This design comes from an exercise in tuning for small area and a short achievable clock period on the open sky130 flow, not from production work. In this exercise RTL edits were held to simulation tests only and were not proved equivalent to the original. Power is estimated from default activity; no workload was simulated.

`design/flow/flow/run.sh`:
```
#!/bin/bash
# Standard ORFS layout with two changes:
#  - synthesis uses flow/my_synth.tcl: the standard flow's synthesis script with ABC running flow/abc.script
#    and without full/half-adder extraction (registers, names, flattening unchanged);
#  - port buffers are sky130_fd_sc_hd__buf_1 (every port still gets a buffer).
set -euo pipefail
here=$(pwd)
export MY_ABC_SCRIPT=$here/flow/abc.script
bash standard.sh SYNTH_SCRIPT=$here/flow/my_synth.tcl \
  "BUFFER_PORTS_ARGS=-buffer_cell sky130_fd_sc_hd__buf_1" finish > standard_make.log 2>&1
```
`design/flow/flow/abc.script`:
```
strash
dch
map -B 0.9
topo
stime -c
buffer -c
upsize -c
dnsize -c
```
`design/flow/flow/my_synth.tcl`:
```
# The standard flow's synthesis (synth_recipe.tcl) with a different ABC script and without full/half-adder extraction
proc synth {args} { yosys synth -nofsm -noshare {*}$args }
proc extract_fa {args} { puts "extract_fa skipped" }
proc abc {args} {
  set i [lsearch -exact $args -script]
  if { $i >= 0 } { set args [lreplace $args $i [expr {$i + 1}] -script $::env(MY_ABC_SCRIPT)] }
  set j [lsearch -exact $args -D]
  if { $j >= 0 && [info exists ::env(MY_ABC_D)] } { set args [lreplace $args $j [expr {$j + 1}] -D $::env(MY_ABC_D)] }
  puts "abc $args"
  yosys abc {*}$args
}
source $::env(SCRIPTS_DIR)/synth.tcl
# left out here: clear keep_hierarchy, flatten, clean up, hide names made inside functions, write 1_2_yosys.v
```
`design/flow/standard.sh`:
```
#!/bin/bash
# synth_recipe.tcl (not shown) runs the flow's synth.tcl, then flattens the netlist and writes it again
# the make line also repeats each setting of config.mk as NAME=value (left out here)
make -C /OpenROAD-flow-scripts/flow DESIGN_CONFIG=/design/flow/config.mk WORK_HOME=/design/flow/orfs CLKGATE_MAP_FILE= SYNTH_SCRIPT=/design/flow/synth_recipe.tcl "${@:-finish}"
```
`design/flow/config.mk`:
```
export PLATFORM = sky130hd
export DESIGN_NAME = alu_top
export DESIGN_NICKNAME = alu_top
export VERILOG_FILES = /design/flow/design.v
export SDC_FILE = /design/flow/constraint.sdc
export NUM_CORES = 4
export LEC_CHECK = 0
export CAP_MARGIN = 20
export CORE_MARGIN = 2
export CORE_UTILIZATION = 40
export SLEW_MARGIN = 20
```
`design/flow/constraint.sdc`:
```
create_clock -name core_clock -period 6.0 [get_ports {clk}]
set_input_delay 1.2000 -clock core_clock [delete_from_list [all_inputs] [get_ports {clk}]]
set_output_delay 1.2000 -clock core_clock [all_outputs]
set_load 0.01 [all_outputs]
```
`design/flow/design.v`:
```
module alu_top (
  input clk,
  input [2:0] op_code,
  input [31:0] a,
  input [31:0] b,
  output reg [31:0] y
);
  wire [31:0] alu_y;
  ALU alu_inst (
    .Op_code(op_code),
    .A(a),
    .B(b),
    .Y(alu_y)
  );
  always @(posedge clk)
    y <= alu_y;
endmodule

module ALU (
  input [2:0] Op_code,
  input [31:0] A, B,
  output [31:0] Y
);
  reg [3:0] T;
  always @(*) begin
    case (Op_code)
      3'd0: T = 4'b1100;  
      3'd1: T = 4'b0110;  
      3'd2: T = 4'b1001;  
      3'd3: T = 4'b1000;  
      3'd4: T = 4'b1110;  
      3'd5: T = 4'b1100;  
      3'd6: T = 4'b0011;  
      default: T = 4'b1010;  
    endcase
  end
  wire arith = (Op_code == 3'd1) | (Op_code == 3'd2) | (Op_code == 3'd5) | (Op_code == 3'd6);
  wire cin = (Op_code == 3'd2) | (Op_code == 3'd5);
  wire [31:0] p;
  genvar i;
  generate
    for (i = 0; i < 32; i = i + 1) begin : bitwise
      assign p[i] = T[{A[i], B[i]}];
    end
  endgenerate
  wire [31:0] g = A & ~p & {32{arith}};
  wire [32:0] gg = {g, cin};
  wire [32:0] pp = {p, 1'b0};
  wire G_1_0 = gg[1] | (pp[1] & gg[0]);
  wire G_3_2 = gg[3] | (pp[3] & gg[2]);
  wire P_3_2 = pp[3] & pp[2];
  wire G_5_4 = gg[5] | (pp[5] & gg[4]);
  wire P_5_4 = pp[5] & pp[4];
  wire G_7_6 = gg[7] | (pp[7] & gg[6]);
  wire P_7_6 = pp[7] & pp[6];
  wire G_9_8 = gg[9] | (pp[9] & gg[8]);
  wire P_9_8 = pp[9] & pp[8];
  wire G_11_10 = gg[11] | (pp[11] & gg[10]);
  wire P_11_10 = pp[11] & pp[10];
  wire G_13_12 = gg[13] | (pp[13] & gg[12]);
  wire P_13_12 = pp[13] & pp[12];
  wire G_15_14 = gg[15] | (pp[15] & gg[14]);
  wire P_15_14 = pp[15] & pp[14];
  wire G_17_16 = gg[17] | (pp[17] & gg[16]);
  wire P_17_16 = pp[17] & pp[16];
  wire G_19_18 = gg[19] | (pp[19] & gg[18]);
  wire P_19_18 = pp[19] & pp[18];
  wire G_21_20 = gg[21] | (pp[21] & gg[20]);
  wire P_21_20 = pp[21] & pp[20];
  wire G_23_22 = gg[23] | (pp[23] & gg[22]);
  wire P_23_22 = pp[23] & pp[22];
  wire G_25_24 = gg[25] | (pp[25] & gg[24]);
  wire P_25_24 = pp[25] & pp[24];
  wire G_27_26 = gg[27] | (pp[27] & gg[26]);
  wire P_27_26 = pp[27] & pp[26];
  wire G_29_28 = gg[29] | (pp[29] & gg[28]);
  wire P_29_28 = pp[29] & pp[28];
  wire G_31_30 = gg[31] | (pp[31] & gg[30]);
  wire P_31_30 = pp[31] & pp[30];
  wire G_3_0 = G_3_2 | (P_3_2 & G_1_0);
  wire G_7_4 = G_7_6 | (P_7_6 & G_5_4);
  wire P_7_4 = P_7_6 & P_5_4;
  wire G_11_8 = G_11_10 | (P_11_10 & G_9_8);
  wire P_11_8 = P_11_10 & P_9_8;
  wire G_15_12 = G_15_14 | (P_15_14 & G_13_12);
  wire P_15_12 = P_15_14 & P_13_12;
  wire G_19_16 = G_19_18 | (P_19_18 & G_17_16);
  wire P_19_16 = P_19_18 & P_17_16;
  wire G_23_20 = G_23_22 | (P_23_22 & G_21_20);
  wire P_23_20 = P_23_22 & P_21_20;
  wire G_27_24 = G_27_26 | (P_27_26 & G_25_24);
  wire P_27_24 = P_27_26 & P_25_24;
  wire G_31_28 = G_31_30 | (P_31_30 & G_29_28);
  wire P_31_28 = P_31_30 & P_29_28;
  wire G_7_0 = G_7_4 | (P_7_4 & G_3_0);
  wire G_15_8 = G_15_12 | (P_15_12 & G_11_8);
  wire P_15_8 = P_15_12 & P_11_8;
  wire G_23_16 = G_23_20 | (P_23_20 & G_19_16);
  wire P_23_16 = P_23_20 & P_19_16;
  wire G_31_24 = G_31_28 | (P_31_28 & G_27_24);
  wire P_31_24 = P_31_28 & P_27_24;
  wire G_15_0 = G_15_8 | (P_15_8 & G_7_0);
  wire G_31_16 = G_31_24 | (P_31_24 & G_23_16);
  wire P_31_16 = P_31_24 & P_23_16;
  wire G_31_0 = G_31_16 | (P_31_16 & G_15_0);
  wire G_23_0 = G_23_16 | (P_23_16 & G_15_0);
  wire G_11_0 = G_11_8 | (P_11_8 & G_7_0);
  wire G_19_0 = G_19_16 | (P_19_16 & G_15_0);
  wire G_27_0 = G_27_24 | (P_27_24 & G_23_0);
  wire G_5_0 = G_5_4 | (P_5_4 & G_3_0);
  wire G_9_0 = G_9_8 | (P_9_8 & G_7_0);
  wire G_13_0 = G_13_12 | (P_13_12 & G_11_0);
  wire G_17_0 = G_17_16 | (P_17_16 & G_15_0);
  wire G_21_0 = G_21_20 | (P_21_20 & G_19_0);
  wire G_25_0 = G_25_24 | (P_25_24 & G_23_0);
  wire G_29_0 = G_29_28 | (P_29_28 & G_27_0);
  wire G_2_0 = gg[2] | (pp[2] & G_1_0);
  wire G_4_0 = gg[4] | (pp[4] & G_3_0);
  wire G_6_0 = gg[6] | (pp[6] & G_5_0);
  wire G_8_0 = gg[8] | (pp[8] & G_7_0);
  wire G_10_0 = gg[10] | (pp[10] & G_9_0);
  wire G_12_0 = gg[12] | (pp[12] & G_11_0);
  wire G_14_0 = gg[14] | (pp[14] & G_13_0);
  wire G_16_0 = gg[16] | (pp[16] & G_15_0);
  wire G_18_0 = gg[18] | (pp[18] & G_17_0);
  wire G_20_0 = gg[20] | (pp[20] & G_19_0);
  wire G_22_0 = gg[22] | (pp[22] & G_21_0);
  wire G_24_0 = gg[24] | (pp[24] & G_23_0);
  wire G_26_0 = gg[26] | (pp[26] & G_25_0);
  wire G_28_0 = gg[28] | (pp[28] & G_27_0);
  wire G_30_0 = gg[30] | (pp[30] & G_29_0);
  wire G_32_0 = gg[32] | (pp[32] & G_31_0);
  wire [31:0] c = {G_31_0, G_30_0, G_29_0, G_28_0, G_27_0, G_26_0, G_25_0, G_24_0, G_23_0, G_22_0, G_21_0, G_20_0, G_19_0, G_18_0, G_17_0, G_16_0, G_15_0, G_14_0, G_13_0, G_12_0, G_11_0, G_10_0, G_9_0, G_8_0, G_7_0, G_6_0, G_5_0, G_4_0, G_3_0, G_2_0, G_1_0, gg[0]};
  assign Y = p ^ c;
endmodule
```
==> results.txt <==
[cell families after synthesis]
kind of cell	count (synthesis)	share of synthesized area, %
AO/OA/AOI/OAI	119	22.6
XOR/XNOR	29	8.13
buffers and inverters	100	14.0
flip-flops	32	20.5
AND/OR/NAND/NOR	235	34.8
[power by group]
group          internal (mW)  leakage, nW  switching [mW]
clock                 0.0937       0.0455          0.0866
combinational          0.111         1.49           0.209
sequential             0.262        0.270          0.0117
total                  0.467         1.81           0.307
[final cells by class]
cell class / count / area (µm²)
Inverter: 85 / 322
Fill cell: 838 / 4040
Timing Repair Buffer: 100 / 379
Tap cell: 102 / 128
Sequential cell: 32 / 641
Multi-Input combinational cell: 383 / 2050
Clock buffer: 8 / 90.1
[synthesized netlist by cell type (2+ instances only)]
master / count
nand2_1: 118
inv_1: 75
a21oi_1: 52
nor2_1: 40
dfxtp_1: 32
nand3_1: 32
o21ai_0: 28
nand2_2: 20
xor2_1: 20
inv_2: 9
xnor2_1: 9
nand2_4: 7
a21oi_2: 6
buf_2: 5
nor3_1: 5
o211ai_1: 5
o21ai_1: 5
a22oi_1: 4
buf_6: 4
nand3_2: 4
a31o_2: 3
buf_4: 3
nor2_2: 3
o21bai_2: 3
a21boi_1: 2
a31oi_1: 2
clkbuf_1: 2
o21bai_1: 2
o22ai_1: 2
[final timing paths]
kind / startpoint / to / slack [ns] / cells past startpoint
setup / recovery: op_code[1] / y[31] / 2.13 / 21
hold / removal: a[22] / y[22] / 1.29 / 5
[through the flow]
stage               setup slack [ns]  cells  area (µm²)  power, mW  hold WS (ns)
detailed placement              1.84    702        3520      0.597          1.58
floorplan                       2.87    515        3120      0.505          1.42
CTS                             2.15    710        3610      0.778          1.30
global route                    1.84    710        3610      0.830          1.36
finish                          2.13    710        3610      0.774          1.29
global placement                1.92    702        3520      0.595          1.59
[cell usage in the layout (no fill, tap or decap), types with 3 or more instances in the layout]
cell type and count:
a21oi_1 52, a21oi_2 6, a22oi_1 4, a31o_2 3, buf_1 99, clkbuf_8 6
dfxtp_1 32, inv_1 75, inv_2 9, nand2_1 118, nand2_2 20, nand2_4 7
nand3_1 32, nand3_2 4, nor2_1 40, nor2_2 3, nor3_1 5, o211ai_1 5
o21ai_0 28, o21ai_1 5, o21bai_2 3, xnor2_1 9, xor2_1 20
[layer usage]
metal | vias to the layer above | routed length (µm)
met2 | 84 | 4240
met5 | - | 0
met1 | 1531 | 3950
met3 | 6 | 432
met4 | 0 | 100
li1 | 1831 | -
[worst max-delay path: stages]
cell and delay [ns]:
buf_1 0.06, buf_4 0.28, inv_4 0.18, nand2_2 0.15, nand2_2 0.27, inv_1 0.54
nor2_1 0.14, a21oi_1 0.17, nand2_1 0.09, a21oi_2 0.23, nand2_4 0.09, nand2_2 0.06
nand2_2 0.08, nand2_2 0.07, nand2_2 0.07, nand2_2 0.07, nand2_2 0.06, nand2_1 0.08
nand2_1 0.05, nand2_1 0.06, nand2_1 0.04
==> results.yml <==
final_layout:
  largest_reg_flops: 32
  nets: 675
  largest-register: "y"
  drive_above_1_share_pct: 11.2
  utilization_pct: 47.2
  largestRegisters: "y (32)"
  synthToLayoutAreaGrowth_pct: 15.4
  diodes: 0
timing:
  drv_slew: 0
  finalCriticalPeriod_ns: 3.87
  worstMarginPinSlew_ns: 0.562
  hold_viol_final: 0
  rsz0062_at_grt: "no"
  period_share_pct: 64.5
  setup_tns_ns: 0
  setup_viol: 0
  clock.fmax_ghz: 0.258
  slew_headroom_pct: 62.5
clock_tree:
  clkTransAtPathRegs_ns: 0.07
  cts.hold.buffers_added: 0
  htree_num_levels: 2
  ctsRootBufferMaster: "clkbuf_8"
  cts_tree: "done"
  cts_buffers: 5
  post_cts_buffers: 0
  postCtsResizedCells: 0
  cts.path.max_buffers: 2
  cts_sinks: 32
grt:
  grt_start_max_net_pins: 27
  grt_busiest_layer: "met2"
  grt_pass1_vias: 3104
  grt_pass1_wl_um: 13900
  antenna_found_initial: 0
  met3_usage_pct: 3.66
  gr-usage-met1_pct: 25.2
  met2_usage_pct: 35.6
  grt-ovfl-total: 0
  grt_usage_pct: 20.1
yosys:
  synth_seq_cells: 32
  ys.flop_type: "dfxtp_1"
  synth_edf_count: 0
  syn_area_mm2: 0.00312
  synth_warnings: 2
  avgSynthCellArea_um2: 6.07
  synth_area_leaders: "dfxtp_1, nand2_1, inv_1"
  yosysTopAreaCell: "dfxtp_1"
  syn_inst: 515
  synth-async-reset-ratio_pct: 0
  syn_nets: 583
  synth.distinct_cells: 42
  yosys.area.top_type_share_pct: 20.5
  yosysSeqAreaShare_pct: 20.5
worst_setup_path:
  path_class: "in -> reg"
  critPathLaunchType: "input pin"
  worstPathRequired_ns: 6.19
  worst-path-max-fanout: 21
  arrival_ns: 4.06
  cp-end-kind: "flop"
pwr:
  p_per_area_mw_per_mm2: 215
  p_leak_nw: 1.81
  irDropWorstVdd_v: 0.0000821
routing:
  drtAntennaViolNets: 0
  drt_pass1_iterations: 4
  drt-total-wl_um: 8720
  vias: 3452
  via_per_inst: 4.86
  routedWlPerCell_um: 12.3
  drt_iter0_drc: 110
  post-route-drc-count: 0
floorplan:
  coreArea_mm2: 0.00765
  pin_count: 100
  start_util_pct: 40.9
  dieArea_mm2: 0.00853
  die_y_um: 92.4
  placementRows: 32
  die_w_um: 92.4
placed_design:
  gp_congestion: 0.837
  numPortBuffers: 99
  place.detailed.hpwl_um: 6520
worst_hold_path:
  hold_path.class: "in -> reg"
flow_run:
  cap_viol_max_count: 0
outcome:
  outcome: "timing/DRC/antenna clean"

-- re-timing with driven ports --
Ports are ideal in the flow. The routed layout listed here was re-timed in OpenROAD.
Step 1 assumes that a clkbuf_16 drives the clock port and a buf_2 every other input.
Step 2 also shifts input and output timing later by t, the mid clock arrival at the registers, as if the neighbouring blocks saw the same clock.
Slacks: no drivers / after step 1 / after step 2; pairs: no drivers / after step 1.
t (ns): 0.318
setup slack, ns: 2.129 / 2.137 / 1.820
hold slack, ns: 1.291 / 1.289 / 1.605
After both steps this run still meets setup and hold. The setup slack of this run moves by +0.008 ns with the drivers and by -0.309 ns with both steps.
